Source: an optimization exercise on an open RTL-to-GDS flow (aim: a short achievable clock period and few clock cycles). Production flows keep margins and buffers that such runs may drop.
Only simulation tests tie the RTL to the original design; equivalence was not proved.
Power and IR drop assume default switching activity.

[flow/standard.sh]
#!/bin/bash
# synth_recipe.tcl (not shown) runs the flow's synth.tcl, then flattens the netlist and writes it again
# the make line also repeats each setting of config.mk as NAME=value (left out here)
make -C /OpenROAD-flow-scripts/flow DESIGN_CONFIG=/design/flow/config.mk WORK_HOME=/design/flow/orfs CLKGATE_MAP_FILE= SYNTH_SCRIPT=/design/flow/synth_recipe.tcl "${@:-finish}"
[flow/config.mk]
export PLATFORM = sky130hd
export DESIGN_NAME = riscv_pipeline
export DESIGN_NICKNAME = riscv_pipeline
export VERILOG_FILES = /design/flow/design.v
export SDC_FILE = /design/flow/constraint.sdc
export NUM_CORES = 4
export LEC_CHECK = 0
export CAP_MARGIN = 20
export CORE_MARGIN = 2
export CORE_UTILIZATION = 40
export SLEW_MARGIN = 20
[flow/flow/run.sh]
#!/bin/bash
set -euo pipefail
bash standard.sh SETUP_SLACK_MARGIN=7 GPL_TIMING_DRIVEN=1 MATCH_CELL_FOOTPRINT=0 \
  'BUFFER_PORTS_ARGS=-buffer_cell sky130_fd_sc_hd__buf_4' finish > make_finish.log 2>&1
[flow/design.v]
module flopenrc 
#(parameter WIDTH = 8) (
	input logic clk,
  input logic rst_n,
  input logic en,
  input logic clear,
	input logic [WIDTH-1:0] d,
	output logic [WIDTH-1:0] q
);
always @(posedge clk) begin
  if(~rst_n) begin
    q <= 0;
  end else if(clear) begin
    q <= 0;
  end else if(en) begin
    q <= d;
  end
end
endmodule
module ram32x32 (
  input logic clk,
  input logic rst_n,
  input logic i_we,
  input logic [ 4:0] i_waddr,
  input logic [31:0] i_wdata,
  input logic [ 4:0] i_raddr1,
  input logic [ 4:0] i_raddr2,
  output logic [31:0] o_rdata1,
  output logic [31:0] o_rdata2
);
logic [31:0] data_ram_cell [0:31];
always_ff @(posedge clk) begin
  if (~rst_n) begin
    for (int i = 0; i < 32; i++) data_ram_cell[i] <= 32'b0;
  end else if (i_we) begin
    data_ram_cell[i_waddr] <= i_wdata;
  end
end
assign o_rdata1 = data_ram_cell[i_raddr1];
assign o_rdata2 = data_ram_cell[i_raddr2];
endmodule
module riscv_reg(
  input logic clk,
  input logic rst_n,
  input logic i_re1,
  input logic [4:0]  i_raddr1,
  input logic i_re2,
  input logic [4:0]  i_raddr2,
  input logic i_we,
  input logic [4:0] i_waddr,
  input logic [31:0] i_wdata,
  output logic [31:0] o_rdata1,
  output logic [31:0] o_rdata2
);
logic override1;
logic override2;
logic [31:0] or_rdata1;
logic [31:0] or_rdata2;
assign o_rdata1 = override1 ? 32'b0 : or_rdata1;
assign o_rdata2 = override2 ? 32'b0 : or_rdata2;
assign override1 = ~i_re1 || i_raddr1 == 5'b00000;
assign override2 = ~i_re2 || i_raddr2 == 5'b00000;
ram32x32 regfile(
  .clk(clk),
  .rst_n(rst_n),
  .i_we(i_we),
  .i_waddr(i_waddr),
  .i_wdata(i_wdata),
  .i_raddr1(i_raddr1),
  .i_raddr2(i_raddr2),
  .o_rdata1(or_rdata1),
  .o_rdata2(or_rdata2)
);
endmodule
module riscv_if(
  input logic clk,
  input logic rst_n,
  input logic i_ex_jmp,
  input logic i_id_jmp,
  input logic i_stall,
  input logic [31:0] i_boot_addr,
  input logic [31:0] i_ex_target,
  input logic [31:0] i_id_target, 
  output logic [31:0] o_pc,
  output logic [31:0] o_instr,
  output logic [31:0] o_imem_addr,
  input  logic [31:0] i_imem_data
);
logic [31:0] npc;
assign o_imem_addr = npc;
always_comb begin
  if (i_ex_jmp) begin
    npc = i_ex_target;
  end else if (i_id_jmp) begin
    npc = i_id_target;
  end else if (~i_stall) begin
    npc = o_pc;
  end else begin
    npc = o_pc + 4;
  end
end
always_ff @(posedge clk) begin
  if (~rst_n) begin
    o_instr <= 32'b0;
  end else if (~i_stall) begin
    o_instr <= o_instr;
  end else begin
    o_instr <= i_imem_data;
  end 
end
always_ff @(posedge clk) begin
  if (~rst_n) begin
    o_pc <= {i_boot_addr[31:2], 2'b00} - 4;
  end else begin
    o_pc <= npc;
  end
end
endmodule
module riscv_id(
  input logic [31:0] i_instr,
  output logic [6:0] o_opcode,
  output logic [6:0] o_funct7,
  output logic [2:0] o_funct3,
  output logic [31:0] o_imm_num,
  output logic o_src1_reg_en,
  output logic o_src2_reg_en,
  output logic [4:0] o_src1_reg_addr, 
  output logic [4:0] o_src2_reg_addr,
  output logic o_jal,
  output logic o_alures2reg,
  output logic o_memory2reg,
  output logic o_mem_write,
  output logic [4:0] o_dst_reg_addr
);
parameter OP_LUI    = 7'b0110111;
parameter OP_AUIPC  = 7'b0010111;
parameter OP_JAL    = 7'b1101111;
parameter OP_JALR   = 7'b1100111;
parameter OP_BRANCH = 7'b1100011;
parameter OP_LOAD   = 7'b0000011;
parameter OP_STORE  = 7'b0100011;
parameter OP_ALI    = 7'b0010011;  
parameter OP_ALR    = 7'b0110011;  
assign {o_funct7, o_src2_reg_addr, o_src1_reg_addr, o_funct3, o_dst_reg_addr, o_opcode} = i_instr;
localparam UKNOWN_TYPE = 3'd0, R_TYPE = 3'd1, I_TYPE = 3'd2, S_TYPE = 3'd3, B_TYPE = 3'd4, U_TYPE = 3'd5, J_TYPE = 3'd6;
logic [2:0] instr_type;
assign o_jal = (o_opcode == OP_JAL);
assign o_memory2reg = (o_opcode == OP_LOAD);
assign o_mem_write = (o_opcode == OP_STORE);
assign o_alures2reg = (o_opcode == OP_LUI || o_opcode == OP_AUIPC ||
                       o_opcode == OP_JAL || o_opcode == OP_JALR ||
                       o_opcode == OP_ALI || o_opcode == OP_ALR );
always_comb begin
  case(o_opcode)
    OP_LUI : instr_type = U_TYPE;
    OP_AUIPC : instr_type = U_TYPE;
    OP_JAL : instr_type = J_TYPE;
    OP_JALR : instr_type = I_TYPE;
    OP_BRANCH : instr_type = B_TYPE;
    OP_LOAD : instr_type = I_TYPE;
    OP_STORE : instr_type = S_TYPE;
    OP_ALI : instr_type = I_TYPE;
    OP_ALR : instr_type = R_TYPE;
    default : instr_type = UKNOWN_TYPE;
  endcase
end
always_comb begin
  case(instr_type)
    I_TYPE : o_imm_num = {{20{i_instr[31]}}, i_instr[31:20]};
    S_TYPE : o_imm_num = {{20{i_instr[31]}}, i_instr[31:25], i_instr[11:7]};
    B_TYPE : o_imm_num = {{20{i_instr[31]}}, i_instr[7], i_instr[30:25], i_instr[11:8], 1'b0};
    U_TYPE : o_imm_num = {i_instr[31:12], 12'h0};
    J_TYPE : o_imm_num = {{12{i_instr[31]}}, i_instr[19:12], i_instr[20], i_instr[30:21], 1'b0};
    default: o_imm_num = 0;
  endcase
end
always_comb begin
  case(instr_type)
    R_TYPE : {o_src2_reg_en, o_src1_reg_en} = 2'b11;
    I_TYPE : {o_src2_reg_en, o_src1_reg_en} = 2'b01;
    S_TYPE : {o_src2_reg_en, o_src1_reg_en} = 2'b11;
    B_TYPE : {o_src2_reg_en, o_src1_reg_en} = 2'b11;
    default: {o_src2_reg_en, o_src1_reg_en} = 2'b00;
  endcase
end
endmodule
module riscv_alu(
  input logic [6:0] i_opcode,
  input logic [6:0] i_funct7,
  input logic [2:0] i_funct3,
  input logic [31:0] i_num1,
  input logic [31:0] i_num2,
  input logic [31:0] i_imm_num,
  input logic [31:0] i_pc,
  output logic o_if_branch,
  output logic [31:0] o_num,
  output logic [31:0] o_pc
);
parameter OP_JALR   = 7'b1100111;
parameter OP_BRANCH = 7'b1100011;
parameter OP_BEQ    = 3'b000;
parameter OP_BNE    = 3'b001;
parameter OP_BLT    = 3'b100;
parameter OP_BGE    = 3'b101;
parameter OP_BLTU   = 3'b110;
parameter OP_BGEU   = 3'b111;
logic [ 4:0] shamt, shamt_rs;
logic [31:0] num1_plus_imm;
logic [31:0] pc_plus_imm;
logic signed [31:0] i_num1s, i_num2s, i_imm_nums;
assign shamt         = i_imm_num[4:0];
assign shamt_rs      = i_num2[4:0];
assign num1_plus_imm = i_num1 + i_imm_num;
assign pc_plus_imm   = i_pc + i_imm_num;
assign i_num1s       = i_num1;
assign i_num2s       = i_num2;
assign i_imm_nums    = i_imm_num;
always_comb begin : PC_handle
  case(i_opcode)
    OP_JALR: begin
      o_if_branch = 1'b1;
      o_pc        = {num1_plus_imm[31:1], 1'b0};
    end   
    OP_BRANCH: begin
      case(i_funct3)
        OP_BEQ:  o_if_branch = (i_num1  == i_num2 );
        OP_BNE:  o_if_branch = (i_num1  != i_num2 );
        OP_BLT:  o_if_branch = (i_num1s <  i_num2s);
        OP_BGE:  o_if_branch = (i_num1s >= i_num2s);
        OP_BLTU: o_if_branch = (i_num1  <  i_num2 );
        OP_BGEU: o_if_branch = (i_num1  >= i_num2 );
        default: o_if_branch = 1'b0;  
      endcase
      o_pc        = pc_plus_imm;
    end
    default: begin
      o_if_branch = 1'b0;  
      o_pc        = 32'b0;
    end
  endcase
end
always_comb begin : ONUM_handle
  casex({i_funct7,i_funct3,i_opcode})
    17'bxxxxxxx_xxx_0110111: o_num = i_imm_num;      
    17'bxxxxxxx_xxx_0010111: o_num = pc_plus_imm;    
    17'bxxxxxxx_xxx_110x111: o_num = i_pc + 4;       
    17'bxxxxxxx_000_0010011: o_num = num1_plus_imm;  
    17'bxxxxxxx_010_0010011: o_num = (i_num1s < i_imm_nums) ? 1 : 0;  
    17'bxxxxxxx_011_0010011: o_num = (i_num1 < i_imm_num) ? 1 : 0;  
    17'bxxxxxxx_100_0010011: o_num = i_num1 ^ i_imm_num;  
    17'bxxxxxxx_110_0010011: o_num = i_num1 | i_imm_num;  
    17'bxxxxxxx_111_0010011: o_num = i_num1 & i_imm_num;  
    17'b0000000_001_0010011: o_num = i_num1 << shamt;  
    17'b0000000_101_0010011: o_num = i_num1 >> shamt;  
    17'b0100000_101_0010011: o_num = i_num1s >>> shamt;  
    17'b0000000_000_0110011: o_num = i_num1 + i_num2;  
    17'b0100000_000_0110011: o_num = i_num1 - i_num2;  
    17'b0000000_001_0110011: o_num = i_num1 << shamt_rs;  
    17'b0000000_010_0110011: o_num = (i_num1s < i_num2s) ? 1 : 0;  
    17'b0000000_011_0110011: o_num = (i_num1 < i_num2) ? 1 : 0;  
    17'b0000000_100_0110011: o_num = i_num1 ^ i_num2;  
    17'b0000000_101_0110011: o_num = i_num1 >> shamt_rs;  
    17'b0100000_101_0110011: o_num = i_num1s >>> shamt_rs;  
    17'b0000000_110_0110011: o_num = i_num1 | i_num2;  
    17'b0000000_111_0110011: o_num = i_num1 & i_num2;  
    default:                 o_num = 0;  
  endcase
end
endmodule
module riscv_mem(
  input logic i_re,
  input logic i_we,
  input logic [2:0] i_funct3,
  input logic [31:0] i_addr,
  input logic [31:0] i_wdata,
  output logic [31:0] o_rdata,
  output logic [31:0] o_dmem_rd_addr,
  input  logic [31:0] i_dmem_rd_data,
  output logic o_dmem_wr_req,
  output logic [3:0] o_dmem_wr_be,
  output logic [31:0] o_dmem_wr_addr,
  output logic [31:0] o_dmem_wr_data
);
logic [31:0] addr_bus;
logic [1:0] addr_lsb;
logic [31:0] rdata;
logic [3:0] byte_enable;
logic [31:0] wdata;
assign addr_bus = {i_addr[31:2], 2'b00};
assign addr_lsb = i_addr[1:0];
assign o_dmem_rd_addr = i_re ? addr_bus : 32'b0;
assign rdata = i_dmem_rd_data;
assign o_dmem_wr_req = i_we;
assign o_dmem_wr_be = i_we ? byte_enable : 4'h0;
assign o_dmem_wr_addr = i_we ? addr_bus : 32'b0;
assign o_dmem_wr_data = i_we ? wdata : 32'b0;
always_comb begin
  casex(i_funct3)
    3'bx00: begin
      if (addr_lsb == 2'b00) begin 
        byte_enable = 4'b0001;
      end else if (addr_lsb == 2'b01) begin
        byte_enable = 4'b0010;
      end else if (addr_lsb == 2'b10) begin
        byte_enable = 4'b0100;
      end else begin
        byte_enable = 4'b1000;
      end
    end
    3'bx01: begin
      if (addr_lsb == 2'b00) begin 
        byte_enable = 4'b0011;
      end else if (addr_lsb == 2'b10) begin
        byte_enable = 4'b1100;
      end else begin
        byte_enable = 4'b0000;
      end
    end
    3'b010: begin
      if (addr_lsb == 2'b00) begin 
        byte_enable = 4'b1111;
      end else begin
        byte_enable = 4'b0000;
      end   
    end
    default: begin
      byte_enable = 4'b0000;
    end
  endcase
end
always_comb begin
  casex(i_funct3)
    3'bx00: begin
      if (addr_lsb == 2'b00) begin 
        wdata = {24'b0, i_wdata[7:0]};
      end else if (addr_lsb == 2'b01) begin
        wdata = {16'b0, i_wdata[7:0], 8'b0};
      end else if (addr_lsb == 2'b10) begin
        wdata = {8'b0, i_wdata[7:0], 16'b0};
      end else begin
        wdata = {i_wdata[7:0], 24'b0};
      end
    end
    3'bx01: begin
      if (addr_lsb == 2'b00) begin 
        wdata = {16'b0, i_wdata[15:0]};
      end else if (addr_lsb == 2'b10) begin
        wdata = {i_wdata[15:0], 16'b0};
      end else begin
        wdata = 32'b0;
      end
    end
    3'b010: begin
      if (addr_lsb == 2'b00) begin 
        wdata = i_wdata;
      end else begin
        wdata = 32'b0;
      end   
    end
    default: begin
      wdata = 32'b0;
    end
  endcase
end
always_comb begin
  if(i_re) begin
    case(i_funct3)
      3'b000: if (addr_lsb==2'b00) o_rdata = {{24{rdata[7]}}, rdata[7:0]};
              else if(addr_lsb==2'b01) o_rdata = {{24{rdata[15]}}, rdata[15:8]};
              else if(addr_lsb==2'b10) o_rdata = {{24{rdata[23]}}, rdata[23:16]};
              else o_rdata = {{24{rdata[31]}}, rdata[31:24]};
      3'b100: if (addr_lsb==2'b00) o_rdata = {24'b0, rdata[7:0]};
              else if(addr_lsb==2'b01) o_rdata = {24'b0, rdata[15: 8]};
              else if(addr_lsb==2'b10) o_rdata = {24'b0, rdata[23:16]};
              else o_rdata = {24'b0, rdata[31:24]};
      3'b001: if (addr_lsb==2'b00) o_rdata = {{16{rdata[15]}}, rdata[15:0]};
              else if(addr_lsb==2'b10) o_rdata = {{16{rdata[31]}}, rdata[31:16]};
              else o_rdata = 0;
      3'b101: if (addr_lsb==2'b00) o_rdata = {16'b0, rdata[15:0]};
              else if(addr_lsb==2'b10) o_rdata = {16'b0, rdata[31:16]};
              else o_rdata = 0;
      3'b010: if(addr_lsb==2'b00) o_rdata = rdata;
              else o_rdata = 0;
      default: o_rdata = 0;
    endcase
  end else begin
    o_rdata = 0;
  end
end
endmodule
module riscv_hazard(
  input logic clk,
  input logic rst_n,
  input logic i_src1_reg_en,
  input logic i_src2_reg_en,
  input logic [4:0] i_src1_reg_addr,
  input logic [4:0] i_src2_reg_addr,
  input logic i_dst_reg_enE,
  input logic i_dst_reg_enM,
  input logic i_dst_reg_enB,
  input logic [4:0] i_dst_reg_addrE,
  input logic [4:0] i_dst_reg_addrM,
  input logic [4:0] i_dst_reg_addrB,
  input logic i_jalD,  
  input logic i_ex_branchE,
  input logic i_bus_stallM,
  output logic o_stallFD,o_flushFD,
  output logic o_stallDE,o_flushDE,
  output logic o_stallEM,o_flushEM,
  output logic o_stallMB,o_flushMB,
  output logic o_stallF
);
logic [3:0] pipeline_stall;
logic [3:0] pipeline_flush;
logic stall_bus, stall_conflict;
assign {o_flushFD,o_flushDE,o_flushEM,o_flushMB} = pipeline_flush;
assign {o_stallFD,o_stallDE,o_stallEM,o_stallMB} = pipeline_stall;
assign o_stallF = stall_bus & stall_conflict;
always_comb begin
  if (~rst_n) begin
    pipeline_flush = 4'b0000;
    stall_conflict = 1'b1;
  end else if (i_ex_branchE) begin
    pipeline_flush = 4'b1100;
    stall_conflict = 1'b1;
  end else if (i_src1_reg_en && i_src1_reg_addr != 5'b00000) begin
    if (i_dst_reg_enE && i_dst_reg_addrE == i_src1_reg_addr) begin
      pipeline_flush = 4'b0100;
      stall_conflict = 1'b0;
    end else if (i_dst_reg_enM && i_dst_reg_addrM == i_src1_reg_addr) begin
      pipeline_flush = 4'b0100;
      stall_conflict = 1'b0;
    end else if (i_dst_reg_enB && i_dst_reg_addrB == i_src1_reg_addr) begin
      pipeline_flush = 4'b0100;
      stall_conflict = 1'b0;
    end else if (i_src2_reg_en && i_src2_reg_addr != 5'b00000) begin
      if (i_dst_reg_enE && i_dst_reg_addrE == i_src2_reg_addr) begin
        pipeline_flush = 4'b0100;
        stall_conflict = 1'b0;
      end else if (i_dst_reg_enM && i_dst_reg_addrM == i_src2_reg_addr) begin
        pipeline_flush = 4'b0100;
        stall_conflict = 1'b0;
      end else if (i_dst_reg_enB && i_dst_reg_addrB == i_src2_reg_addr) begin
        pipeline_flush = 4'b0100;
        stall_conflict = 1'b0;
      end else begin
        pipeline_flush = 4'b0000;
        stall_conflict = 1'b1;
      end
    end else begin
      pipeline_flush = 4'b0000;
      stall_conflict = 1'b1;
    end
  end else if (i_src2_reg_en && i_src2_reg_addr != 5'b00000) begin
    if (i_dst_reg_enE && i_dst_reg_addrE == i_src2_reg_addr) begin
      pipeline_flush = 4'b0100;
      stall_conflict = 1'b0;
    end else if (i_dst_reg_enM && i_dst_reg_addrM == i_src2_reg_addr) begin
      pipeline_flush = 4'b0100;
      stall_conflict = 1'b0;
    end else if (i_dst_reg_enB && i_dst_reg_addrB == i_src2_reg_addr) begin
      pipeline_flush = 4'b0100;
      stall_conflict = 1'b0;
    end else begin
      pipeline_flush = 4'b0000;
      stall_conflict = 1'b1;
    end
  end else if (i_jalD) begin
    pipeline_flush = 4'b1000;
    stall_conflict = 1'b1;
  end else begin
    pipeline_flush = 4'b0000;
    stall_conflict = 1'b1;
  end
end
always_comb begin
  stall_bus = 1;
  if (~rst_n) begin
    pipeline_stall = 4'b1111;
    stall_bus = 1;
  end else if (i_bus_stallM) begin
    pipeline_stall = 4'b0001;
    stall_bus = 0;
  end else if (i_src1_reg_en && i_src1_reg_addr != 5'b00000) begin
    if (i_dst_reg_enE && i_dst_reg_addrE == i_src1_reg_addr) begin
      pipeline_stall = 4'b0111;
    end else if (i_dst_reg_enM && i_dst_reg_addrM == i_src1_reg_addr) begin
      pipeline_stall = 4'b0111;
    end else if (i_dst_reg_enB && i_dst_reg_addrB == i_src1_reg_addr) begin
      pipeline_stall = 4'b0111;
    end else if (i_src2_reg_en && i_src2_reg_addr != 5'b00000) begin
      if (i_dst_reg_enE && i_dst_reg_addrE == i_src2_reg_addr) begin
        pipeline_stall = 4'b0111;
      end else if (i_dst_reg_enM && i_dst_reg_addrM == i_src2_reg_addr) begin
        pipeline_stall = 4'b0111;
      end else if (i_dst_reg_enB && i_dst_reg_addrB == i_src2_reg_addr) begin
        pipeline_stall = 4'b0111;
      end else begin
        pipeline_stall = 4'b1111;
      end
    end else begin
      pipeline_stall = 4'b1111;
    end
  end else if (i_src2_reg_en && i_src2_reg_addr != 5'b00000) begin
    if (i_dst_reg_enE && i_dst_reg_addrE == i_src2_reg_addr) begin
      pipeline_stall = 4'b0111;
    end else if (i_dst_reg_enM && i_dst_reg_addrM == i_src2_reg_addr) begin
      pipeline_stall = 4'b0111;
    end else if (i_dst_reg_enB && i_dst_reg_addrB == i_src2_reg_addr) begin
      pipeline_stall = 4'b0111;
    end else begin
      pipeline_stall = 4'b1111;
    end
  end else begin
    pipeline_stall = 4'b1111;
    stall_bus = 1;
  end
end
endmodule
module riscv_pipeline(
  input logic clk,
  input logic rst_n,
  input logic [31:0] i_boot_addr,
  output logic [31:0] imem_rd_addr,
  input  logic [31:0] imem_rd_data,
  output logic [31:0] dmem_rd_addr,
  input  logic [31:0] dmem_rd_data,
  output logic        dmem_wr_req,
  output logic [3:0]  dmem_wr_be,
  output logic [31:0] dmem_wr_addr,
  output logic [31:0] dmem_wr_data
);
logic [31:2] pcF;         
logic [31:2] pcHn;        
wire  [31:2] pcH = ~pcHn;
logic        vD;
logic [31:0] instD;
logic [31:2] pcD;
logic        ptD;         
logic [31:2] ptgtD;       
logic [31:0] aE, bE, sdE;     
logic [31:0] aXn, bXn;         
wire  [31:0] aX = ~aXn, bX = ~bXn;
logic [31:0] linkE;
logic [31:2] btgtE;
logic [31:2] pcE;
logic [31:2] ptgtE;
logic        ptE, jalE;
logic [4:0]  rdE;
logic [2:0]  f3E;
logic        wenE, loadE, storeE, brE, jalrE, predE;
logic        subE, arithE, cmpuE;
logic        selSumE, selLtE, selXorE, selOrE, selAndE, selSllE, selSrE, selLinkE;
logic [31:0] resM, sdM;
logic [3:0]  beM;
logic [4:0]  rdM;
logic [2:0]  f3M;
logic        wenM, loadM, wreqM;
logic [31:0] resW;
logic [4:0]  rdW;
logic        wenW;
logic [31:0] rf [1:31];
logic [31:1] rfv;
assign imem_rd_addr = {pcF, 2'b00};
localparam NB = 8;
logic [NB-1:0] bV, bPt, bUn;
logic [31:2]   bPc [NB];
logic [31:2]   bTg [NB];
logic [1:0]    bCt [NB];
logic [2:0]    bPtr;
logic [NB-1:0] hitF;
logic [31:2]   btbTgtF;
always_comb begin
  btbTgtF = '0;
  for (int i = 0; i < NB; i++) begin
    hitF[i] = bPt[i] & (bPc[i] == pcH);
    btbTgtF = btbTgtF | ({30{hitF[i]}} & bTg[i]);
  end
end
wire btbTakeF = |hitF;
logic        uV, uTaken, uUn;
logic [31:2] uPc, uTgt;
logic [NB-1:0] um;
always_comb for (int i = 0; i < NB; i++) um[i] = bV[i] & (bPc[i] == uPc);
wire uHit = |um;
always_ff @(posedge clk) begin
  if (~rst_n) begin
    bV <= '0; bPt <= '0; bPtr <= '0;
  end else if (uV) begin
    if (uHit) begin
      for (int i = 0; i < NB; i++) if (um[i]) begin
        logic [1:0] c;
        c = uTaken ? ((bCt[i] == 2'b11) ? 2'b11 : bCt[i] + 2'd1)
                   : ((bCt[i] == 2'b00) ? 2'b00 : bCt[i] - 2'd1);
        bCt[i] <= c;
        bTg[i] <= uTgt;
        bUn[i] <= uUn;
        bPt[i] <= uUn | c[1];
      end
    end else if (uTaken) begin
      bV[bPtr]  <= 1'b1;
      bPt[bPtr] <= 1'b1;
      bPc[bPtr] <= uPc;
      bTg[bPtr] <= uTgt;
      bCt[bPtr] <= 2'b10;
      bUn[bPtr] <= uUn;
      bPtr <= bPtr + 3'd1;
    end
  end
end
wire [4:0] opD  = instD[6:2];
wire [2:0] f3D  = instD[14:12];
wire [4:0] rdD  = instD[11:7];
wire [4:0] rs1D = instD[19:15];
wire [4:0] rs2D = instD[24:20];
logic isLuiD, isAuipcD, isJalD, isJalrD, isBrD, isLoadD, isStoreD, isAluiD, isAlurD;
logic use1D, use2D, wrD;
logic [31:0] immD;
wire isAluD = isAluiD | isAlurD;
wire [31:0] iF = imem_rd_data;
wire [4:0] opF = iF[6:2];
wire fLui   = opF == 5'b01101;
wire fAuipc = opF == 5'b00101;
wire fJal   = opF == 5'b11011;
wire fJalr  = opF == 5'b11001;
wire fBr    = opF == 5'b11000;
wire fLoad  = opF == 5'b00000;
wire fStore = opF == 5'b01000;
wire fAlui  = opF == 5'b00100;
wire fAlur  = opF == 5'b01100;
logic [31:0] immF;
always_comb begin
  if (fStore)            immF = {{20{iF[31]}}, iF[31:25], iF[11:7]};
  else if (fBr)          immF = {{20{iF[31]}}, iF[7], iF[30:25], iF[11:8], 1'b0};
  else if (fLui|fAuipc)  immF = {iF[31:12], 12'h0};
  else if (fJal)         immF = {{12{iF[31]}}, iF[19:12], iF[20], iF[30:21], 1'b0};
  else                   immF = {{20{iF[31]}}, iF[31:20]};
end
wire [31:0] pcD32 = {pcD, 2'b00};
wire [31:0] tgtD  = pcD32 + immD;
wire [31:0] link4D = pcD32 + 32'd4;
logic [31:0] resE;        
logic [31:0] mresM;       
wire [31:0] rf1 = (rs1D != 5'd0 && rfv[rs1D]) ? rf[rs1D] : 32'd0;
wire [31:0] rf2 = (rs2D != 5'd0 && rfv[rs2D]) ? rf[rs2D] : 32'd0;
wire e1 = wenE & (rdE == rs1D);
wire m1 = wenM & (rdM == rs1D);
wire w1 = wenW & (rdW == rs1D);
wire e2 = wenE & (rdE == rs2D);
wire m2 = wenM & (rdM == rs2D);
wire w2 = wenW & (rdW == rs2D);
wire [31:0] rs1n = m1 ? mresM : w1 ? resW : rf1;
wire [31:0] rs2n = m2 ? mresM : w2 ? resW : rf2;
wire [31:0] aEarly = isLuiD ? 32'd0 : (isAuipcD ? pcD32 : rs1n);
wire        aFromE = e1 & ~isLuiD & ~isAuipcD;
wire        bReg   = use2D & ~isStoreD;
wire [31:0] bEarly = bReg ? rs2n : immD;
wire        bFromE = e2 & bReg;
logic misE, jmisE;
logic misM, jmisM;
logic killQ;
logic [31:2] altE, altM, jtgtM;
wire redirM = misM | jmisM;
wire killE  = redirM;
wire vDk     = vD & ~redirM & ~killQ;
wire stallD  = vDk & loadE & ((use1D & (rdE == rs1D)) | (use2D & (rdE == rs2D)));
wire predD   = ~ptD & (isJalD | (isBrD & instD[31]));    
wire redirD  = vDk & predD & ~stallD;
wire goD     = vDk & ~stallD;               
wire keepF   = ~redirM;
wire selHold = keepF & stallD;
wire selRedD = keepF & ~stallD & redirD;
wire seqOk   = keepF & ~stallD & ~redirD;
wire selBtb  = seqOk & btbTakeF;
wire selSeq  = seqOk & ~btbTakeF;
wire [31:2] pcInc = pcH + 30'd1;
wire [31:2] newF  = ({30{misM}}    & altM)
                  | ({30{jmisM}}   & jtgtM)
                  | ({30{selHold}} & pcH)
                  | ({30{selRedD}} & tgtD[31:2])
                  | ({30{selBtb}}  & btbTgtF)
                  | ({30{selSeq}}  & pcInc);
always_ff @(posedge clk) begin
  if (~rst_n) begin
    pcF   <= i_boot_addr[31:2];
    pcHn  <= ~i_boot_addr[31:2];
    vD    <= 1'b0;
    killQ <= 1'b0;
  end else begin
    pcF <= newF;
    pcHn <= ~newF;
    if (~stallD) vD <= ~redirD;
    killQ <= redirM;
  end
end
always_ff @(posedge clk) begin
  if (~stallD) begin
    instD <= imem_rd_data;
    isLuiD <= fLui; isAuipcD <= fAuipc; isJalD <= fJal; isJalrD <= fJalr; isBrD <= fBr;
    isLoadD <= fLoad; isStoreD <= fStore; isAluiD <= fAlui; isAlurD <= fAlur;
    use1D <= fJalr | fBr | fLoad | fStore | fAlui | fAlur;
    use2D <= fBr | fStore | fAlur;
    wrD   <= (fLui | fAuipc | fJal | fJalr | fLoad | fAlui | fAlur) & (iF[11:7] != 5'd0);
    immD  <= immF;
    pcD   <= pcH;
    ptD   <= btbTakeF;
    ptgtD <= btbTgtF;
  end
end
always_ff @(posedge clk) begin
  if (~rst_n) begin
    wenE <= 1'b0; loadE <= 1'b0; storeE <= 1'b0; brE <= 1'b0; jalrE <= 1'b0; jalE <= 1'b0;
  end else begin
    jalE   <= goD & isJalD;
    wenE   <= goD & wrD;
    loadE  <= goD & isLoadD;
    storeE <= goD & isStoreD;
    brE    <= goD & isBrD;
    jalrE  <= goD & isJalrD;
  end
end
always_ff @(posedge clk) begin
  aE    <= (aFromE & selSumE) ? sumE : (aFromE ? resOE : aEarly);
  bE    <= (bFromE & selSumE) ? sumE : (bFromE ? resOE : bEarly);
  aXn   <= ~((aFromE & selSumE) ? sumE : (aFromE ? resOE : aEarly));
  bXn   <= ~((bFromE & selSumE) ? sumE : (bFromE ? resOE : bEarly));
  sdE   <= (e2 & selSumE) ? sumE : (e2 ? resOE : rs2n);
  linkE <= link4D;
  altE  <= (ptD | instD[31]) ? link4D[31:2] : tgtD[31:2];    
  btgtE <= tgtD[31:2];
  rdE   <= rdD;
  f3E   <= f3D;
  predE <= ptD | instD[31];
  ptE   <= ptD;
  ptgtE <= ptgtD;
  pcE   <= pcD;
  subE  <= isAlurD & (f3D == 3'b000) & instD[30];
  arithE <= instD[30];
  cmpuE <= isBrD ? f3D[1] : f3D[0];
  selSumE  <= isLuiD | isAuipcD | isLoadD | isStoreD | (isAluD & f3D == 3'b000);
  selLtE   <= isAluD & (f3D == 3'b010 || f3D == 3'b011);
  selXorE  <= isAluD & f3D == 3'b100;
  selOrE   <= isAluD & f3D == 3'b110;
  selAndE  <= isAluD & f3D == 3'b111;
  selSllE  <= isAluD & f3D == 3'b001;
  selSrE   <= isAluD & f3D == 3'b101;
  selLinkE <= isJalD | isJalrD;
end
wire [31:0] sumE = subE ? (aE - bE) : (aE + bE);
wire ltuE = aX < bX;
wire ltE  = (aX[31] ^ bX[31]) ? (cmpuE ? bX[31] : aX[31]) : ltuE;
wire eqE  = aX == bX;
wire [31:0] sllE = aX << bX[4:0];
wire signed [31:0] aXs = aX;
wire [31:0] sraE = aXs >>> bX[4:0];
wire [31:0] srE  = arithE ? sraE : (aX >> bX[4:0]);
logic [31:0] resOE;      
assign resOE = ({32{selLtE}}   & {31'd0, ltE})
            | ({32{selXorE}}  & (aX ^ bX))
            | ({32{selOrE}}   & (aX | bX))
            | ({32{selAndE}}  & (aX & bX))
            | ({32{selSllE}}  & sllE)
            | ({32{selSrE}}   & srE)
            | ({32{selLinkE}} & linkE);
assign resE = ({32{selSumE}} & sumE) | resOE;
wire condE  = f3E[2] ? ltE : eqE;
wire takenE = condE ^ f3E[0];
logic jeqE;
always_comb begin
  logic c;
  jeqE = 1'b1;
  c = (aX[1] & bX[1]) | ((aX[1] ^ bX[1]) & aX[0] & bX[0]);
  for (int i = 2; i < 32; i++) begin
    if ((aX[i] ^ bX[i] ^ c) != ptgtE[i]) jeqE = 1'b0;
    c = (aX[i] & bX[i]) | ((aX[i] ^ bX[i]) & ~ptgtE[i]);
  end
end
assign misE   = brE & ~killE & (takenE ^ predE);
assign jmisE  = jalrE & ~killE & ~(ptE & jeqE);
logic [3:0]  beE;
logic [31:0] sdalE;
always_comb begin
  case (f3E[1:0])
    2'b00:   begin beE = 4'b0001 << sumE[1:0];         sdalE = {4{sdE[7:0]}};  end
    2'b01:   begin beE = sumE[1] ? 4'b1100 : 4'b0011;  sdalE = {2{sdE[15:0]}}; end
    default: begin beE = 4'b1111;                      sdalE = sdE;            end
  endcase
end
always_ff @(posedge clk) begin
  if (~rst_n) begin
    wenM <= 1'b0; loadM <= 1'b0; wreqM <= 1'b0; uV <= 1'b0; misM <= 1'b0; jmisM <= 1'b0;
  end else begin
    uV    <= (brE | jalrE | jalE) & ~killE;
    wenM  <= wenE & ~killE;
    loadM <= loadE & ~killE;
    wreqM <= storeE & ~killE;
    misM  <= misE;
    jmisM <= jmisE;
  end
end
always_ff @(posedge clk) begin
  resM <= resE;
  altM  <= altE;
  jtgtM <= sumE[31:2];
  uPc    <= pcE;
  uTgt   <= jalrE ? sumE[31:2] : btgtE;
  uTaken <= ~brE | takenE;
  uUn    <= ~brE;
  sdM  <= sdalE;
  beM  <= beE;
  rdM  <= rdE;
  f3M  <= f3E;
end
assign dmem_rd_addr = resM;
assign dmem_wr_req  = wreqM;
assign dmem_wr_be   = beM;
assign dmem_wr_addr = resM;
assign dmem_wr_data = sdM;
logic [31:0] ldM;
always_comb begin
  logic [7:0]  b;
  logic [15:0] h;
  case (resM[1:0])
    2'b00: b = dmem_rd_data[7:0];
    2'b01: b = dmem_rd_data[15:8];
    2'b10: b = dmem_rd_data[23:16];
    default: b = dmem_rd_data[31:24];
  endcase
  h = resM[1] ? dmem_rd_data[31:16] : dmem_rd_data[15:0];
  case (f3M[1:0])
    2'b00:   ldM = {{24{b[7] & ~f3M[2]}}, b};
    2'b01:   ldM = {{16{h[15] & ~f3M[2]}}, h};
    default: ldM = dmem_rd_data;
  endcase
end
assign mresM = loadM ? ldM : resM;
always_ff @(posedge clk) begin
  if (~rst_n) wenW <= 1'b0;
  else        wenW <= wenM;
end
always_ff @(posedge clk) begin
  resW <= mresM;
  rdW  <= rdM;
end
always_ff @(posedge clk) begin
  if (~rst_n) rfv <= '0;
  else if (wenW) rfv[rdW] <= 1'b1;
end
always_ff @(posedge clk) begin
  if (wenW) rf[rdW] <= resW;
end
endmodule
[flow/constraint.sdc]
create_clock -name core_clock -period 10.0 [get_ports {clk}]
set_input_delay 2.0000 -clock core_clock [delete_from_list [all_inputs] [get_ports {clk}]]
set_output_delay 2.0000 -clock core_clock [all_outputs]
set_load 0.01 [all_outputs]
==> out/metrics.sh, run 1 <==
RUN_STATUS='complete, no violations'
SYNTHESIS.YOSYS.WARNINGS=1
GLOBAL_ROUTE_WIRE_LENGTH_BEFORE_REPAIR_UM=601100
NNETSFINAL=9060
CTS_ROOT_BUF='sky130_fd_sc_hd__clkbuf_16'
VIAS=79806
CRIT_PATH_END_KIND='register'
GRT_START_MAX_NET_PINS=93
WORST_REG_TO_REG_PATH_CELL_COUNT=16
SEQ_CELL_AREA_MM2=0.06277
LAYOUT_WORST_PATH_CYCLE_SHARE_PCT=45.79
HP_CLASS='register to register'
YOSYS.CELL_TYPES.COUNT=95
CELLPOWERDENSITY_mW_PER_MM2=182.8
FILL_CELLS=22292
CRITICAL_PATH.MAX_FANOUT=5
WORST_SETUP_PATH_START_KIND='register'
GRT-OVFL-TOTAL=0
POSTLAYOUTCELLAREA_MM2=0.1393
YOSYSSEQAREASHARE_PCT=57.09
PORT-BUFFER-COUNT=224
CTS-HTREE-LEVELS=4
POST_ROUTE_CELLS_DRIVE_ABOVE_1_SHARE_PCT=36.92
SYNTH-ASYNC-RESET-RATIO_PCT=0
CTS.SINKS=2313
CLK_PATH_BUF_DEPTH=4
SYNTH_COMMON_CELLS='1596 x sky130_fd_sc_hd__edfxtp_1, 717 x sky130_fd_sc_hd__dfxtp_1, 656 x sky130_fd_sc_hd__mux4_2, 431 x sky130_fd_sc_hd__nor2_1, 423 x sky130_fd_sc_hd__xnor2_1'
MULTI_INPUT_AREA_MM2=0.04944
VIA_COUNT_OF_THE_FIRST_GLOBAL_ROUTING_PASS=76519
MIN_DELAY_PATH_DEPTH=0
FLOORPLAN.DIE.WIDTH_UM=526.2
GRTUSAGETOTAL_PCT=30.79
GATE_COUNT_OF_THE_MAPPED_NETLIST=7843
FINCLKSKEW_NS=0.07790
DRT-WIRELENGTH-PER-CELL_UM=35.33
SYNTHESIS.AREA_MM2=0.1091
SYNTHESIS.AREA_PER_INSTANCE_UM2=13.91
FIN_WORST_HOLD_SLACK_NS=0.3001
CTS.CLK_SLEW.WORST_PATHS_NS=0.07
WORST_SLEW_PIN_SLEW_NS=1.253
DETAILEDROUTE.FIRSTPASSITERATIONCOUNT=6
CTSHOLDBUFFERS=0
DRT_WL_TOTAL_UM=444100
SYNTH.MOST_COMMON_CELL='sky130_fd_sc_hd__edfxtp_1'
MAXSLEWHEADROOM_PCT=15.98
WORST_IR_DROP_VDD_V=0.0001894
MAXCLOCKFREQUENCY_GHz=0.2184
WORSTPATHREQUIRED_NS=10.77
VIA_PER_INST=6.348
SETUP_TOTAL_NEGATIVE_SLACK_NS=0
POWER_LEAKAGE_uW=0.04964
CAP_VIOLATIONS=0
DIEHEIGHT_UM=526.2
SYNTH.FF_LATCH_COUNT=2313
TRITONCTS='done'
START_UTIL_PCT=40.25
AREA_OF_THE_PLACEABLE_CORE_MM2=0.2710
IOS=231
SYNTHDOMINANTAREACELLTYPE='sky130_fd_sc_hd__edfxtp_1'
SYNTH_EDF_COUNT=1596
YS_TOP_CELLS_BY_AREA='sky130_fd_sc_hd__edfxtp_1 44%, sky130_fd_sc_hd__mux4_2 14%, sky130_fd_sc_hd__dfxtp_1 13%'
PLACEMENTROWS=191
ANT_NETS=0
SYNTH_FF_TYPE='sky130_fd_sc_hd__edfxtp_1'
SETUP.WORST_PATH.CLASS='register to register'
DETAIL_ROUTE.DRC_VIOLATIONS=0
TIMING.FINAL.CRIT_PERIOD_NS=4.579
GRT_ANTENNA_BEFORE_REPAIR=52
POST_LAYOUT_TOTAL_POWER_uW=25460
FINAL-SETUP-VIOL-COUNT=0
ROUTABILITYCONGESTION=0.9814
DATA_ARRIVAL_CRITICAL_PATH_NS=5.35
WORST_SKEW_PAIR_LATENCY_NS=0.97
AREAGROWTHSYNTHTOFINISH_PCT=27.66
NUMCTSBUFFERS=243
FINAL-MAX-SLEW-VIOLATION-COUNT=0
FP.DIEAREA_MM2=0.2769
PLACEMENT.CELL_AREA_MM2=0.1158
YOSYSTOPAREACELLSHARE_PCT=43.93
DRT_ITER0_MARKERS=11672
REPORT.FINAL.HOLD_VIOL_COUNT=0
RSZ0062_AT_GRT='true'
DP.FINAL_HPWL_UM=270200
==> power by group <==
group          switching (µW)  total, µW  internal [µW]
logic                    2500       4440           1930
registers                 622      11500          10800
clock network            4050       9560           5510
==> layout make-up <==
cell class	count	area share, %
sequential	2313	45.07
multi-input combinational	4779	35.50
timing repair buffer	1178	9.373
clock buffer	301	4.704
tap	3570	3.208
clock inverter	152	1.321
inverter	261	0.7556
timing repair inverter	6	0.04043
antenna	12	0.02156
==> cell families (layout without fill, tap and decap cells) <==
family | after synthesis | after routing | synth area share, %
and+or+nand+nor | 1548 | 1572 | 7.052
buffers and inverters | 776 | 1898 | 2.974
DFF | 2313 | 2313 | 57.09
other | 1 | 14 | 0.003438
AOI/OAI and AO/OA | 1326 | 1326 | 8.347
adders and majority gates | 180 | 180 | 2.078
xor gates and xnor gates | 686 | 686 | 5.515
muxes | 1013 | 1013 | 16.94
==> repair_timing <==
item                                    in CTS  in global routing
gates resized for setup                   1364                401
pin swaps                                  261                209
endpoints found under the hold margin        0                  0
setup buffers                              522                171
endpoints found under the setup margin    1494               1055
cloned                                      71                 15
==> worst paths after layout <==
path | from | end | slack, ns
worst max register to register | bE[8] | bXn[26] | 5.42
worst min-delay path | altE[13] | altM[13] | 0.30
worst min register to register | altE[13] | altM[13] | 0.30
worst max-delay path | bE[8] | bXn[26] | 5.42
==> critical path, stage by stage, from the launching register on <==
cell and delay [ns]:
sky130_fd_sc_hd__dfxtp_2 0.35, sky130_fd_sc_hd__nor3_4 0.24, sky130_fd_sc_hd__nand2_2 0.11, sky130_fd_sc_hd__nor4_4 0.39
sky130_fd_sc_hd__and3_4 0.28, sky130_fd_sc_hd__a21oi_2 0.07, sky130_fd_sc_hd__xnor2_2 0.25, sky130_fd_sc_hd__ha_4 0.26
sky130_fd_sc_hd__and3_4 0.19, sky130_fd_sc_hd__and2_1 0.15, sky130_fd_sc_hd__a221o_1 0.36, sky130_fd_sc_hd__a2111o_1 0.48
sky130_fd_sc_hd__a311oi_2 0.35, sky130_fd_sc_hd__nor2_2 0.11, sky130_fd_sc_hd__a221o_1 0.43, sky130_fd_sc_hd__o21ai_2 0.22
sky130_fd_sc_hd__mux2i_2 0.13
==> metal layers <==
layer	global-route usage (%)	share of wire, %	wire length, µm
met5	0	0.035	157
met1	38.93	36	159200
met2	48.03	45	201800
met4	19.97	7.9	35180
met3	6.449	11	47730
==> placed cells by master, fill, tap and decap left out, types with 59 or more instances in the layout <==
| cell | n |
|---|---|
| sky130_fd_sc_hd__o21ai_0 | 161 |
| sky130_fd_sc_hd__buf_6 | 332 |
| sky130_fd_sc_hd__a222oi_1 | 59 |
| sky130_fd_sc_hd__inv_1 | 236 |
| sky130_fd_sc_hd__a22oi_1 | 65 |
| sky130_fd_sc_hd__nor2_4 | 59 |
| sky130_fd_sc_hd__mux2i_1 | 214 |
| sky130_fd_sc_hd__a21oi_1 | 278 |
| sky130_fd_sc_hd__clkbuf_16 | 295 |
| sky130_fd_sc_hd__nor2_1 | 345 |
| sky130_fd_sc_hd__o211ai_1 | 66 |
| sky130_fd_sc_hd__ha_1 | 132 |
| sky130_fd_sc_hd__dfxtp_2 | 102 |
| sky130_fd_sc_hd__edfxtp_1 | 1596 |
| sky130_fd_sc_hd__nand4_1 | 167 |
| sky130_fd_sc_hd__dfxtp_4 | 96 |
| sky130_fd_sc_hd__mux2_2 | 60 |
| sky130_fd_sc_hd__buf_12 | 133 |
| sky130_fd_sc_hd__mux4_2 | 656 |
| sky130_fd_sc_hd__buf_4 | 621 |
| sky130_fd_sc_hd__xnor2_1 | 389 |
| sky130_fd_sc_hd__nand3_1 | 88 |
| sky130_fd_sc_hd__nand2_1 | 315 |
| sky130_fd_sc_hd__dfxtp_1 | 519 |
| sky130_fd_sc_hd__xor2_1 | 248 |
==> sequential cells by signal (all words and copies together) (netlist names), 31 cells and up, named ones only <==
register  cells
sdM          32
rf          992
aE           32
bE           32
bTg         240
resM         32
bPc         240
rfv          31
resW         32
immD         32
sdE          32
bXn          32
aXn          32
==> through the flow <==
| stage | std cells | worst slack, ns | utilization [%] |
|---|---|---|---|
| after floorplan | 7844 | 6.052 | - |
| after global placement | 11327 | 4.887 | 42.71 |
| after detailed placement | 11328 | 4.813 | 42.72 |
| after CTS | 12374 | 5.530 | 50.03 |
| after global routing | 12565 | 5.328 | 51.38 |
| final | 12572 | 5.421 | 51.39 |
Testbench counts, summed over its fixed seeds: cycles 25,579.
==> run 2: changes to the inputs <==
--- a/flow/design.v
+++ b/flow/design.v
@@ -539,7 +539,5 @@
 logic        ptD;         
 logic [31:2] ptgtD;       
-logic [31:0] aE, bE, sdE;     
-logic [31:0] aXn, bXn;         
-wire  [31:0] aX = ~aXn, bX = ~bXn;
+logic [31:0] aE, bE, sdE;
 logic [31:0] linkE;
 logic [31:2] btgtE;
@@ -723,6 +721,4 @@
   aE    <= (aFromE & selSumE) ? sumE : (aFromE ? resOE : aEarly);
   bE    <= (bFromE & selSumE) ? sumE : (bFromE ? resOE : bEarly);
-  aXn   <= ~((aFromE & selSumE) ? sumE : (aFromE ? resOE : aEarly));
-  bXn   <= ~((bFromE & selSumE) ? sumE : (bFromE ? resOE : bEarly));
   sdE   <= (e2 & selSumE) ? sumE : (e2 ? resOE : rs2n);
   linkE <= link4D;
@@ -748,16 +744,16 @@
 end
 wire [31:0] sumE = subE ? (aE - bE) : (aE + bE);
-wire ltuE = aX < bX;
-wire ltE  = (aX[31] ^ bX[31]) ? (cmpuE ? bX[31] : aX[31]) : ltuE;
-wire eqE  = aX == bX;
-wire [31:0] sllE = aX << bX[4:0];
-wire signed [31:0] aXs = aX;
-wire [31:0] sraE = aXs >>> bX[4:0];
-wire [31:0] srE  = arithE ? sraE : (aX >> bX[4:0]);
+wire ltuE = aE < bE;
+wire ltE  = (aE[31] ^ bE[31]) ? (cmpuE ? bE[31] : aE[31]) : ltuE;
+wire eqE  = aE == bE;
+wire [31:0] sllE = aE << bE[4:0];
+wire signed [31:0] aEs = aE;
+wire [31:0] sraE = aEs >>> bE[4:0];
+wire [31:0] srE  = arithE ? sraE : (aE >> bE[4:0]);
 logic [31:0] resOE;      
 assign resOE = ({32{selLtE}}   & {31'd0, ltE})
-            | ({32{selXorE}}  & (aX ^ bX))
-            | ({32{selOrE}}   & (aX | bX))
-            | ({32{selAndE}}  & (aX & bX))
+            | ({32{selXorE}}  & (aE ^ bE))
+            | ({32{selOrE}}   & (aE | bE))
+            | ({32{selAndE}}  & (aE & bE))
             | ({32{selSllE}}  & sllE)
             | ({32{selSrE}}   & srE)
@@ -770,8 +766,8 @@
   logic c;
   jeqE = 1'b1;
-  c = (aX[1] & bX[1]) | ((aX[1] ^ bX[1]) & aX[0] & bX[0]);
+  c = (aE[1] & bE[1]) | ((aE[1] ^ bE[1]) & aE[0] & bE[0]);
   for (int i = 2; i < 32; i++) begin
-    if ((aX[i] ^ bX[i] ^ c) != ptgtE[i]) jeqE = 1'b0;
-    c = (aX[i] & bX[i]) | ((aX[i] ^ bX[i]) & ~ptgtE[i]);
+    if ((aE[i] ^ bE[i] ^ c) != ptgtE[i]) jeqE = 1'b0;
+    c = (aE[i] & bE[i]) | ((aE[i] ^ bE[i]) & ~ptgtE[i]);
   end
 end
==> out/metrics.sh, run 2 <==
SETUP_TOTAL_NEGATIVE_SLACK_NS=0
VIA_PER_INST=6.300
SYNTHESIS.YOSYS.WARNINGS=1
IOS=231
POST_ROUTE_CELLS_DRIVE_ABOVE_1_SHARE_PCT=39.71
DRT-WIRELENGTH-PER-CELL_UM=35.11
PORT-BUFFER-COUNT=224
CTS_ROOT_BUF='sky130_fd_sc_hd__clkbuf_16'
AREA_OF_THE_PLACEABLE_CORE_MM2=0.2672
YOSYS.CELL_TYPES.COUNT=97
GRT_ANTENNA_BEFORE_REPAIR=35
TIMING.FINAL.CRIT_PERIOD_NS=3.572
CLK_PATH_BUF_DEPTH=4
SYNTH-ASYNC-RESET-RATIO_PCT=0
DP.FINAL_HPWL_UM=262800
CP_SLOWEST_STAGE_DELAY_NS=0.59
GRTUSAGETOTAL_PCT=31.56
START_UTIL_PCT=40.13
FINCLKSKEW_NS=0.06674
DRT_WL_TOTAL_UM=444400
FINAL-MAX-SLEW-VIOLATION-COUNT=0
SYNTHDOMINANTAREACELLTYPE='sky130_fd_sc_hd__edfxtp_1'
MOSTFREQUENTLAYOUTCELL='sky130_fd_sc_hd__edfxtp_1'
AREAGROWTHSYNTHTOFINISH_PCT=30.72
SETUP.WORST_PATH.CLASS='register to register'
ROUTABILITYCONGESTION=1.014
REPORT.FINAL.HOLD_VIOL_COUNT=0
GATE_COUNT_OF_THE_MAPPED_NETLIST=7863
CTSHOLDBUFFERS=0
RSZ0062_AT_GRT='true'
GLOBAL_ROUTE_WIRE_LENGTH_BEFORE_REPAIR_UM=604800
YS_TOP_CELLS_BY_AREA='sky130_fd_sc_hd__edfxtp_1 45%, sky130_fd_sc_hd__mux4_2 14%, sky130_fd_sc_hd__dfxtp_1 12%'
GRT_START_MAX_NET_PINS=80
SYNTH_FF_TYPE='sky130_fd_sc_hd__edfxtp_1'
MAXCLOCKFREQUENCY_GHz=0.2799
TIMING.CRITICAL_PATH.SLOWEST_STAGE_CELL='sky130_fd_sc_hd__mux4_2'
CELLPOWERDENSITY_mW_PER_MM2=172.6
WORSTPATHREQUIRED_NS=10.77
SYNTHESIS.AREA_MM2=0.1072
TRITONCTS='done'
GRT-OVFL-TOTAL=0
WORST_IR_DROP_VDD_V=0.0001766
MAXSLEWHEADROOM_PCT=24.48
SYNTH_COMMON_CELLS='1596 x sky130_fd_sc_hd__edfxtp_1, 653 x sky130_fd_sc_hd__dfxtp_1, 653 x sky130_fd_sc_hd__mux4_2, 526 x sky130_fd_sc_hd__nor2_1, 420 x sky130_fd_sc_hd__nand2_1'
DIEHEIGHT_UM=521.7
WORST_SLEW_PIN_SLEW_NS=1.131
CRITICAL_PATH.MOST_COMMON_CELL='sky130_fd_sc_hd__mux4_2'
CTS-HTREE-LEVELS=4
LAYOUT_WORST_PATH_CYCLE_SHARE_PCT=35.72
CRIT_PATH_END_KIND='register'
CTS.SINKS=2249
BIGGESTREGSBYFLOPS='rf (992), bPc (240), bTg (240)'
CRITICAL_PATH.MAX_FANOUT=7
CAP_VIOLATIONS=0
SYNTH.MOST_COMMON_CELL='sky130_fd_sc_hd__edfxtp_1'
ANT_NETS=0
DETAILEDROUTE.FIRSTPASSITERATIONCOUNT=6
NUMCTSBUFFERS=241
FP.DIEAREA_MM2=0.2722
SYNTH.FF_LATCH_COUNT=2249
CRIT_CHAIN='buf_4 -> buf_16 -> mux4_2 -> mux2_4 -> mux4_2 -> a221oi_4 -> and2_4 -> nor2_1 -> a31oi_1 -> nand2_2 -> o21ai_1 -> a21oi_1'
WORST_SKEW_PAIR_LATENCY_NS=0.93
PLACEMENTROWS=190
FINAL-SETUP-VIOL-COUNT=0
SYNTH_EDF_COUNT=1596
CTS.CLK_SLEW.WORST_PATHS_NS=0.06
YOSYSSEQAREASHARE_PCT=56.89
SYNTHESIS.AREA_PER_INSTANCE_UM2=13.64
DETAIL_ROUTE.DRC_VIOLATIONS=0
POSTLAYOUTCELLAREA_MM2=0.1402
YOSYSTOPAREACELLSHARE_PCT=44.70
REGISTER_RANKED_FIRST_BY_FLIP_FLOP_COUNT='rf'
DP.CELLS=11314
DATA_ARRIVAL_CRITICAL_PATH_NS=4.34
WORST_SETUP_PATH_START_KIND='register'
POWER_LEAKAGE_uW=0.04996
FINAL_CELL_COUNT_NO_FILL=12658
HP_CLASS='register to register'
VIA_COUNT_OF_THE_FIRST_GLOBAL_ROUTING_PASS=76690
NNETSFINAL=9131
PLACEMENT.CELL_AREA_MM2=0.1136
VIAS=79742
FLOORPLAN.DIE.WIDTH_UM=521.7
RUN_STATUS='complete, no violations'
LAYOUT.CELLS.MOST_COMMON_LIST='1596 x sky130_fd_sc_hd__edfxtp_1, 657 x sky130_fd_sc_hd__buf_4, 653 x sky130_fd_sc_hd__mux4_2'
DRT_ITER0_MARKERS=10684
LARGEST_REGISTER_FF_COUNT=992
[run 2: changes by cell type after synthesis, sizes merged, moves of 61 or more]
cell and delta:
xnor2 -95, nor2 +94, nand2 +75, buf +70, xor2 +65, dfxtp -64, mux2i -61
[run 2: timing repair]
item | in CTS | in global routing
gates resized for setup | 1710 | 455
cloned | 98 | 14
pin swaps | 320 | 252
endpoints found under the setup margin | 1070 | 995
buffers inserted | 558 | 209
[run 2: cells by family after synthesis]
family,synth area share (%)
flops,56.89
simple gates,7.310
compound gates,8.921
mux,16.47
buf+inv,3.258
xor+xnor,5.365
fa+ha+maj,1.788
other cells,0.003497
[run 2: per-stage QoR]
step	util, %	power [µW]	hold slack (ns)	worst slack, ns
floorplan	-	12590	0.3096	6.073
global placement	42.51	13900	0.3099	4.937
CTS	50.84	23810	0.3210	6.422
detailed placement	42.53	13950	0.3121	4.933
finish	52.46	24190	0.3208	6.428
global route	52.45	24700	0.3274	6.370
[run 2: final timing paths]
kind | start | end | slack [ns] | cells after the start
setup / recovery | bE[0] | bE[26] | 6.43 | 12
setup reg to reg | bE[0] | bE[26] | 6.43 | 12
hold / removal | pcE[19] | uPc[19] | 0.32 | 0
hold reg to reg | pcE[19] | uPc[19] | 0.32 | 0
[run 2: where the power goes]
| part | internal, µW | switching [µW] |
|---|---|---|
| Clock | 5180 | 3860 |
| Combinational | 1800 | 2350 |
| Sequential | 10500 | 516 |
[run 2: layout make-up]
class                           instances  area [µm²]
Antenna cell                           19       47.55
Clock buffer                          327        6879
Tap cell                             3552        4444
Timing Repair Buffer                 1292       15090
Inverter                              265        1101
Fill cell                           21854      127000
Sequential cell                      2249       61540
Multi-Input combinational cell       4828       49940
Clock inverter                        119        1066
Timing Repair inverter                  7       53.80
[run 2: routing by layer]
metal / part of all wire, % / track usage (%)
met5: 0.014 / 0
met4: 7.7 / 19.47
met3: 10 / 7.133
met2: 46 / 49.66
met1: 36 / 39.61
[run 2: critical path, delay by kind of cell (launching register included)]
family	cells	cell delay (ns)
AND/OR/NAND/NOR	3	0.41
multiplexers	3	1.40
buffers and inverters	2	0.29
flip-flops	1	0.43
AO/OA/AOI/OAI	4	0.90
Testbench counts of run 2, summed over its fixed seeds: cycles 25,579.
==> run 3: changes to the inputs <==
--- a/flow/config.mk
+++ b/flow/config.mk
@@ -8,4 +8,4 @@
 export CAP_MARGIN = 20
 export CORE_MARGIN = 2
-export CORE_UTILIZATION = 40
+export CORE_UTILIZATION = 60
 export SLEW_MARGIN = 20
==> out/metrics.sh, run 3 <==
YOSYSSEQAREASHARE_PCT=56.89
PLACEMENTROWS=155
PLACEMENT.CELL_AREA_MM2=0.1122
YOSYSTOPAREACELLSHARE_PCT=44.70
IOS=231
GLOBAL_ROUTE_WIRE_LENGTH_BEFORE_REPAIR_UM=608600
DRT_ITER0_MARKERS=14021
GRT_ANTENNA_BEFORE_REPAIR=40
AREA_OF_THE_PLACEABLE_CORE_MM2=0.1780
SYNTHESIS.AREA_MM2=0.1072
RSZ0062_AT_GRT='true'
CRITICAL_PATH.MAX_FANOUT=4
INTERNAL_POWER_uW=17050
GRTUSAGETOTAL_PCT=48.56
REGISTER_RANKED_FIRST_BY_FLIP_FLOP_COUNT='rf'
SYNTH.MOST_COMMON_CELL='sky130_fd_sc_hd__edfxtp_1'
COMBINATIONALPOWERSHARE_PCT=18.3
POSTLAYOUTCELLAREA_MM2=0.1383
P_SWITCHING_uW=6801
CRIT_CHAIN='buf_8 -> mux4_2 -> nand2_2 -> nor2_4 -> a21oi_2 -> o211ai_1 -> o21ai_4 -> inv_2 -> o211ai_1 -> o31ai_2 -> mux2_4'
YOSYS.CELL_TYPES.COUNT=97
ANT_NETS=0
CLOCK_SHARE_OF_POWER_PCT=35.7
WORST_SLEW_PIN_SLEW_NS=1.183
SYNTH_EDF_COUNT=1596
FINAL_UTIL_PCT=77.69
CTS-HTREE-LEVELS=4
START_UTIL_PCT=60.23
VIA_COUNT_OF_THE_FIRST_GLOBAL_ROUTING_PASS=78576
HP_CLASS='register to register'
FLOORPLAN.DIE.WIDTH_UM=426.7
SYNTH_COMMON_CELLS='1596 x sky130_fd_sc_hd__edfxtp_1, 653 x sky130_fd_sc_hd__dfxtp_1, 653 x sky130_fd_sc_hd__mux4_2, 526 x sky130_fd_sc_hd__nor2_1, 420 x sky130_fd_sc_hd__nand2_1'
SYNTH-ASYNC-RESET-RATIO_PCT=0
MAXCLOCKFREQUENCY_GHz=0.2603
DRT_WL_TOTAL_UM=464300
DETAILEDROUTE.FIRSTPASSITERATIONCOUNT=15
NUMCTSBUFFERS=220
SYNTHESIS.YOSYS.WARNINGS=1
CAP_VIOLATIONS=0
FINAL-SETUP-VIOL-COUNT=0
FIN_WS_NS=6.158
SYNTHESIS.AREA_PER_INSTANCE_UM2=13.64
RUN_STATUS='complete, no violations'
LAYOUT_WORST_PATH_CYCLE_SHARE_PCT=38.42
VIA_PER_INST=7.331
FINAL-MAX-SLEW-VIOLATION-COUNT=0
GATE_COUNT_OF_THE_MAPPED_NETLIST=7863
SYNTHDOMINANTAREACELLTYPE='sky130_fd_sc_hd__edfxtp_1'
TRITONCTS='done'
FP.DIEAREA_MM2=0.1821
PORT-BUFFER-COUNT=224
GRT-OVFL-TOTAL=0
DETAIL_ROUTE.DRC_VIOLATIONS=0
CTS.CLK_SLEW.WORST_PATHS_NS=0.06
GLOBAL_ROUTE_HOTTEST_LAYER='met2'
WORST_SKEW_PAIR_LATENCY_NS=0.93
CTS_ROOT_BUF='sky130_fd_sc_hd__clkbuf_16'
POWER_FRAC_SEQ_PCT=46.0
REPORT.FINAL.HOLD_VIOL_COUNT=0
DP.FINAL_HPWL_UM=253400
CRIT_PATH_END_KIND='register'
CTS.SINKS=2249
TIMING.CRITICAL_PATH.SLOWEST_STAGE_CELL='sky130_fd_sc_hd__o211ai_1'
WORSTPATHREQUIRED_NS=10.76
CLK_PATH_BUF_DEPTH=3
DATA_ARRIVAL_CRITICAL_PATH_NS=4.60
SYNTH_FF_TYPE='sky130_fd_sc_hd__edfxtp_1'
FINCLKSKEW_NS=0.06848
DIEHEIGHT_UM=426.7
SETUP_TOTAL_NEGATIVE_SLACK_NS=0
YS_TOP_CELLS_BY_AREA='sky130_fd_sc_hd__edfxtp_1 45%, sky130_fd_sc_hd__mux4_2 14%, sky130_fd_sc_hd__dfxtp_1 12%'
POST_LAYOUT_TOTAL_POWER_uW=23850
AREAGROWTHSYNTHTOFINISH_PCT=29.00
DRT-WIRELENGTH-PER-CELL_UM=40.39
LARGEST_REGISTER_FF_COUNT=992
PLACE_WORST_SETUP_SLACK_NS=4.624
MET1_USAGE_PCT=56.99
GRT.MET2_USAGE_PCT=70.40
POWER_LEAKAGE_uW=0.04994
CP_SLOWEST_STAGE_DELAY_NS=0.80
BIGGESTREGSBYFLOPS='rf (992), bPc (240), bTg (240)'
WORST_SETUP_PATH_START_KIND='input pin'
CTSHOLDBUFFERS=0
NNETSFINAL=9166
WORST_IR_DROP_VDD_V=0.0001980
CELLPOWERDENSITY_mW_PER_MM2=172.4
MAXSLEWHEADROOM_PCT=21.06
TIMING.FINAL.CRIT_PERIOD_NS=3.842
SYNTH.FF_LATCH_COUNT=2249
LAYOUT.CELLS.MOST_COMMON_LIST='1596 x sky130_fd_sc_hd__edfxtp_1, 715 x sky130_fd_sc_hd__buf_4, 653 x sky130_fd_sc_hd__mux4_2'
MOSTFREQUENTLAYOUTCELL='sky130_fd_sc_hd__edfxtp_1'
CRITICAL_PATH.MOST_COMMON_CELL='sky130_fd_sc_hd__o211ai_1'
P_SW_SHARE_PCT=28.51
GRT_START_MAX_NET_PINS=84
VIAS=84257
GLOBALROUTEMET3UTIL_PCT=18.19
POST_ROUTE_CELLS_DRIVE_ABOVE_1_SHARE_PCT=39.44
SETUP.WORST_PATH.CLASS='input pin to register'
ROUTABILITYCONGESTION=1.039
run 3: layer usage:
layer | share of wire (%) | routed length [µm]
met1 | 32 | 146700
met2 | 43 | 198700
met4 | 11 | 51860
met3 | 14 | 66650
met5 | 0.092 | 429
run 3: repair_timing:
item / 4_1_cts / 5_1_grt
resized for setup: 1606 / 536
setup buffers: 557 / 266
pin swaps: 341 / 290
cloned: 78 / 21
endpoints found under the setup margin: 1218 / 960
run 3: final timing paths:
check,start,end,slack [ns],cells after the start
max,dmem_rd_data[31],bE[13],6.16,11
min,pcE[17],uPc[17],0.31,0
max reg2reg,pcHn[17],pcHn[13],6.19,13
min reg2reg,pcE[17],uPc[17],0.31,0
run 3: critical path, delay by kind of cell:
family / cells / cell delay, ns
AOI/OAI and AO/OA: 5 / 1.46
muxes: 2 / 0.80
buffers and inverters: 2 / 0.17
and+or+nand+nor: 2 / 0.17
run 3: logic make-up (layout without fill, tap and decap cells):
kind of cell / Yosys count / after routing / share of synthesized area, %
fa+ha+maj: 152 / 152 / 1.788
mux: 936 / 936 / 16.47
compound gates: 1424 / 1425 / 8.921
other cells: 1 / 27 / 0.003497
flops: 2249 / 2249 / 56.89
buf+inv: 805 / 2037 / 3.258
simple gates: 1640 / 1657 / 7.310
xor+xnor: 656 / 656 / 5.365
run 3: through the flow:
stage,hold WS (ns),cells
after CTS,0.3180,11182
final,0.3089,11494
after global placement,0.3102,10130
after global routing,0.3217,11476
after floorplan,0.3096,7864
after detailed placement,0.3121,10130
run 3: final cells by class:
| type | count | area, µm² |
|---|---|---|
| Sequential cell | 2249 | 61450 |
| Antenna cell | 25 | 62.56 |
| Timing Repair Buffer | 1348 | 15400 |
| Inverter | 265 | 1101 |
| Clock buffer | 312 | 6375 |
| Clock inverter | 105 | 970.9 |
| Multi-Input combinational cell | 4828 | 49960 |
| Tap cell | 2355 | 2947 |
| Fill cell | 10066 | 39710 |
| Timing Repair inverter | 7 | 53.80 |
run 3: power by group through the flow:
stage                     combinational, µW  sequential [µW]  clock, µW
final                                  4360            11000       8530
after global routing                   4370            11000       8840
after CTS                              3710            10900       8440
after detailed placement               2780            11100          0
after global placement                 2760            11100          0
after floorplan                        1690            10900          0

==> static timing again, ports no longer ideal <==
No port has a modelled driver above. Below, the same layouts with a new extraction and two added sets of constraints.
Step 1 (the two cells are an assumption about what drives the block):
set clk [get_ports {clk}]
set_driving_cell -lib_cell sky130_fd_sc_hd__clkbuf_16 $clk
set_driving_cell -lib_cell sky130_fd_sc_hd__buf_2 [delete_from_list [all_inputs] $clk]
Step 2 also shifts input and output timing later by t, the mid clock arrival at the registers, as if the neighbouring blocks saw the same clock.
Three values: ideal, step 1, step 2; two values: the first two.
run	shift t [ns]	setup WS [ns]	worst setup path at the end	clock arrival spread, ns
run 1	1.010	5.421 / 5.421 / 5.183	input to register	0.078 / 0.078
run 2	0.986	6.428 / 6.387 / 5.623	input to register	0.084 / 0.083
run 3	0.993	6.158 / 6.189 / 5.202	input to register	0.072 / 0.072
After both steps setup and hold are still met in every run listed. For run 3, which loses most, drivers alone change the setup slack by +0.031 ns; drivers and shift together by -0.956 ns.
